This design comes from an exercise in tuning for small area, a short achievable clock period and few clock cycles per item on the open sky130 flow, not from production work.
RTL that was checked went through simulation tests only; none was proved equivalent to the original.
Power figures rest on the tool's default switching activity, not on a simulated workload.

== old ==
==> flow/design.v (excerpt) <==
module ml_accel(
    input wire clk,
    input wire rst,
    input wire w_en,
    input wire r_en,
    input wire [5:0] addr,
    input wire [31:0] w_data,
    output reg [31:0] r_data,
    output reg done
    );
    reg [31:0] vec_a [0:3];
    reg [31:0] vec_b [0:3];
    reg [3:0] va, vb;           
    reg [31:0] diff;            
    reg [15:0] b_one, b_two, b_neg;  
    reg [31:0] acc_s, acc_c;    
    reg [31:0] result;          
    reg        res_ok;          
    wire [1:0] idx = addr[3:2];
    wire vec_wr = w_en && !addr[5] && addr[1:0] == 2'b00;
    wire start  = w_en && addr == 6'h20;
    wire [1:0] s_idx = addr[3:2] & {2{~addr[5]}};
    wire       s_b   = addr[4] & ~addr[5];
    wire [31:0] a_sel = vec_a[s_idx] & {32{va[s_idx]}};
    wire [31:0] b_sel = vec_b[s_idx] & {32{vb[s_idx]}};
    wire [31:0] old_v = s_b ? b_sel : a_sel;
    wire [31:0] oth_v = s_b ? a_sel : b_sel;
    wire [32:0] oth_x = {oth_v, 1'b0};
    wire [15:0] bo_v, bt_v, bn_v;
    genvar g;
    generate
        for (g = 0; g < 16; g = g + 1) begin : benc
            assign bo_v[g] = oth_x[2*g+1] ^ oth_x[2*g];
  ...
For scale: about 75 I/O pins, about 30000 um2 of cells after synthesis.
export LEC_CHECK = 0
export ABC_AREA = 1
export CAP_MARGIN = 20
export CORE_MARGIN = 2
export CORE_UTILIZATION = 40
export CTS_BUF_LIST = sky130_fd_sc_hd__clkbuf_8 sky130_fd_sc_hd__clkbuf_16
export CTS_CLUSTER_DIAMETER = 80
export CTS_CLUSTER_SIZE = 30
export SETUP_SLACK_MARGIN = 4.5
export SLEW_MARGIN = 20
export SYNTH_HIERARCHICAL = 1
export SYNTH_MINIMUM_KEEP_SIZE = 0
create_clock -name core_clock -period 10.0 [get_ports {clk}]
standard.sh (not shown) runs the stock make flow with config.mk's settings and CLKGATE_MAP_FILE= SYNTH_SCRIPT=/design/flow/synth_recipe.tcl, a recipe that flattens the netlist after the stock synthesis.
==> flow/flow/run.sh <==
#!/bin/bash
# Standard layout, with two changes to how cells are sized:
#  - the port buffers are buf_2 cells instead of the default (a delay-buffer
#    cell that timing repair cannot resize away);
#  - timing repair may resize a cell to one of a different width.
set -euo pipefail
export BUFFER_PORTS_ARGS="-buffer_cell sky130_fd_sc_hd__buf_2"
bash standard.sh MATCH_CELL_FOOTPRINT=0 finish > standard.log 2>&1
### old -> new
--- a/flow/design.v
+++ b/flow/design.v
@@ -1067,19 +1067,31 @@
             acc_c <= sum_c;
             if (done) res_ok <= 1'b1;
             done <= start;
         end
     end
     always @(posedge clk) begin
         if (done) result <= acc_val;
     end
-    always @(*) begin
-        if (r_en && addr == 6'h24 && (done || res_ok))
-            r_data = done ? acc_val : result;
-        else
-            r_data = 32'd0;
-    end
+    wire [31:0] r_val;
+    rd_port u_rd (.acc_val(acc_val), .result(result), .done(done), .res_ok(res_ok),
+                  .r_en(r_en), .addr(addr), .r_data(r_val));
+    always @(*) r_data = r_val;
 endmodule
 module fa_cell(input wire a, input wire b, input wire c, output wire s, output wire co);
     assign s = a ^ b ^ c;
     assign co = (a & b) | (a & c) | (b & c);
 endmodule
+module rd_port(
+    input wire [31:0] acc_val,
+    input wire [31:0] result,
+    input wire done,
+    input wire res_ok,
+    input wire r_en,
+    input wire [5:0] addr,
+    output wire [31:0] r_data
+    );
+    wire hit = r_en & addr[5] & addr[2] & ~addr[4] & ~addr[3] & ~addr[1] & ~addr[0];
+    wire s_acc = hit & done;
+    wire s_res = hit & ~done & res_ok;
+    assign r_data = ({32{s_acc}} & acc_val) | ({32{s_res}} & result);
+endmodule
[summary]
- new: no failed stages, no open violations at the end
- new ended with more sequential share of the synthesized area than old.
- [compare] base=old new=new: global-route usage over all layers moved up; via count fell by 389.
- [compare] base=old new=new: total power roughly the same; slack of the worst reg-to-reg path lower; final critical-path setup slack lower.
Testbench counts of new, summed over its fixed seeds: cycles 30,962, items 4,000.
The RTL of old was laid out without a check of its function.

== job 9719 ==
Another version of the RTL of ml_accel (not shown whole).
Size in the first run: about 3100 cells after synthesis, about 440 flip-flops, ~75 I/O pins, ~0.031 mm2 of cells after synthesis.
export LEC_CHECK = 0
export ABC_AREA = 1
export CAP_MARGIN = 20
export CORE_MARGIN = 2
export CORE_UTILIZATION = 55
export CTS_BUF_LIST = sky130_fd_sc_hd__clkbuf_8 sky130_fd_sc_hd__clkbuf_16
export CTS_CLUSTER_DIAMETER = 80
export CTS_CLUSTER_SIZE = 30
export PLACE_DENSITY = 0.7
export SETUP_SLACK_MARGIN = 4.8
export SLEW_MARGIN = 20
export SYNTH_HIERARCHICAL = 1
export SYNTH_MINIMUM_KEEP_SIZE = 0
create_clock -name core_clock -period 10.0 [get_ports {clk}]
Scripts as last shown in full above: flow/flow/run.sh
Changes in job 8901 relative to job 9719:
--- a/flow/design.v
+++ b/flow/design.v
@@ -1036,27 +1036,27 @@
                 6'h00: vec_a[0] <= w_data;
                 6'h04: vec_a[1] <= w_data;
                 6'h08: vec_a[2] <= w_data;
                 6'h0C: vec_a[3] <= w_data;
                 6'h10: vec_b[0] <= w_data;
                 6'h14: vec_b[1] <= w_data;
                 6'h18: vec_b[2] <= w_data;
                 6'h1C: vec_b[3] <= w_data;
             endcase
         end
     end
     always @(posedge clk) begin
-        diff  <= w_data - old_v;
-        b_one <= bo_v & {16{vec_wr}};
-        b_two <= bt_v & {16{vec_wr}};
+        diff  <= vec_wr ? (w_data - old_v) : 32'd0;
+        b_one <= bo_v;
+        b_two <= bt_v;
         b_neg <= bn_v;
     end
     always @(posedge clk or posedge rst) begin
         if (rst) begin
             va <= 4'd0;
             vb <= 4'd0;
             acc_s <= 32'd0;
             acc_c <= 32'd0;
             res_ok <= 1'b0;
             done <= 1'b0;
         end else begin
             if (vec_wr) begin
Notes after the runs:
- Job 8901 ran to completion and came out clean on the timing, design-rule and antenna checks.
- Looking at class of the most critical setup path, the reg2out result is from job 8901; the in2out one comes from job 9719.
- Multiplexer share of the synthesized area of job 9719 is on par with job 8901.
- Delta (job 8901 minus job 9719): row count saw a decrease, combinational group share of total power fell 0.8 points, critical path depth climbed 3, worst-case clock skew increased 0.0055 ns, effective utilization at floorplan saw an increase.
- Critical path's slowest cell: ha_1 -> job 8901, nor2_4 -> job 9719
- Final critical-path required period: job 8901 better than job 9719
- Note that the routed wire length recorded for job 8901 amounts to 0.939 times the value seen in job 9719.
- Of job 8901 and job 9719, the run reporting the lower width of the die was job 8901.
- Diff job 9719 -> job 8901: power consumption shrank by 520 uW, switching power total shrank by 7.8%, post-synthesis instance total shrank by about 4.3%.
- Compared with job 9719, job 8901 shows utilization lower by 0.16 points.
Testbench counts of job 8901, summed over its fixed seeds: cycles 30,962, items 4,000.
Function not checked in job 9719: the RTL went through the layout flow alone.

Another version of the RTL of ml_accel (not shown whole).
Size: about 440 flip-flops, roughly 31000 um2 of cells after synthesis.
==> module rd_port, before the edit <==
module rd_port(
    input wire [31:0] acc_val,
    input wire [31:0] result,
    input wire done,
    input wire res_ok,
    input wire r_en,
    input wire [5:0] addr,
    output wire [31:0] r_data
    );
    wire hit = r_en & addr[5] & addr[2] & ~addr[4] & ~addr[3] & ~addr[1] & ~addr[0];
    wire [31:0] val = done ? acc_val : (result & {32{res_ok}});
    assign r_data = {32{hit}} & val;
endmodule
Settings: LEC_CHECK=0, ABC_AREA=1, CAP_MARGIN=20, CORE_MARGIN=2, CORE_UTILIZATION=40, CTS_BUF_LIST=sky130_fd_sc_hd__clkbuf_8 sky130_fd_sc_hd__clkbuf_16, CTS_CLUSTER_DIAMETER=80, CTS_CLUSTER_SIZE=30, SETUP_SLACK_MARGIN=4.8, SLEW_MARGIN=20, SYNTH_HIERARCHICAL=1, SYNTH_MINIMUM_KEEP_SIZE=0; clock period 10.0 ns.
Scripts as last shown in full above: flow/flow/run.sh
==> next run, changes <==
--- a/flow/design.v
+++ b/flow/design.v
@@ -1091,6 +1091,22 @@
     output wire [31:0] r_data
     );
-    wire hit = r_en & addr[5] & addr[2] & ~addr[4] & ~addr[3] & ~addr[1] & ~addr[0];
+    wire p, q;
+    rd_dec_p u_p (.r_en(r_en), .a5(addr[5]), .a2(addr[2]), .a4(addr[4]), .y(p));
+    rd_dec_q u_q (.a3(addr[3]), .a1(addr[1]), .a0(addr[0]), .y(q));
     wire [31:0] val = done ? acc_val : (result & {32{res_ok}});
-    assign r_data = {32{hit}} & val;
+    genvar k;
+    generate
+        for (k = 0; k < 32; k = k + 1) begin : bits
+            rd_and3 u_and (.a(val[k]), .b(p), .c(q), .y(r_data[k]));
+        end
+    endgenerate
+endmodule
+module rd_dec_p(input wire r_en, input wire a5, input wire a2, input wire a4, output wire y);
+    assign y = r_en & a5 & a2 & ~a4;
+endmodule
+module rd_dec_q(input wire a3, input wire a1, input wire a0, output wire y);
+    assign y = ~(a3 | a1 | a0);
+endmodule
+module rd_and3(input wire a, input wire b, input wire c, output wire y);
+    assign y = a & b & c;
 endmodule
What happened: The changed run produced a clean layout; sequential power is about the same; clock-buffer cell count grows by 1; power increases slightly; synthesized cell count stays flat; cell count increases slightly; non-clock buffer count is higher by 7.
Function was not checked in any run of this note: the RTL went through the layout flow alone.

==> separate check: timing with driven ports <==
How much do the figures lean on ideal ports? The routed layouts below were timed once more, with nothing changed but the port constraints. Step 1 sets driving cells, clkbuf_16 on the clock port and buf_2 on the other inputs (assumed; they add their load-dependent delay and slew). Step 2 times the ports against the registers' clock, not the clock port: input delays grow and output delays shrink by t, the midpoint of the rising clock arrivals with the driver on. a / b / c = no drivers / after step 1 / after step 2; a / b = the first two.
| run | t (ns) | setup slack, ns | hold WS [ns] | worst setup path at the end |
|---|---|---|---|---|
| old | 0.673 | 4.690 / 4.666 / 4.198 | 0.451 / 0.451 / 0.451 | input to register |
| new | 0.685 | 4.661 / 4.640 / 4.320 | 0.464 / 0.464 / 0.464 | input to register |
| job 9719 | 0.682 | 4.844 / 4.804 / 4.359 | 0.476 / 0.476 / 0.476 | input to register |
| job 8901 | 0.665 | 4.914 / 4.857 / 4.441 | 0.469 / 0.469 / 0.469 | input to register |
| the first run of note 3 | 0.677 | 4.903 / 4.887 / 4.540 | 0.472 / 0.472 / 0.472 | input to register |
| the second run of note 3 | 0.680 | 4.904 / 4.881 / 4.540 | 0.461 / 0.461 / 0.461 | input to register |
After both steps every run listed still meets setup and hold. For old, which loses most, drivers alone change the setup slack by -0.024 ns; drivers and shift together by -0.492 ns.
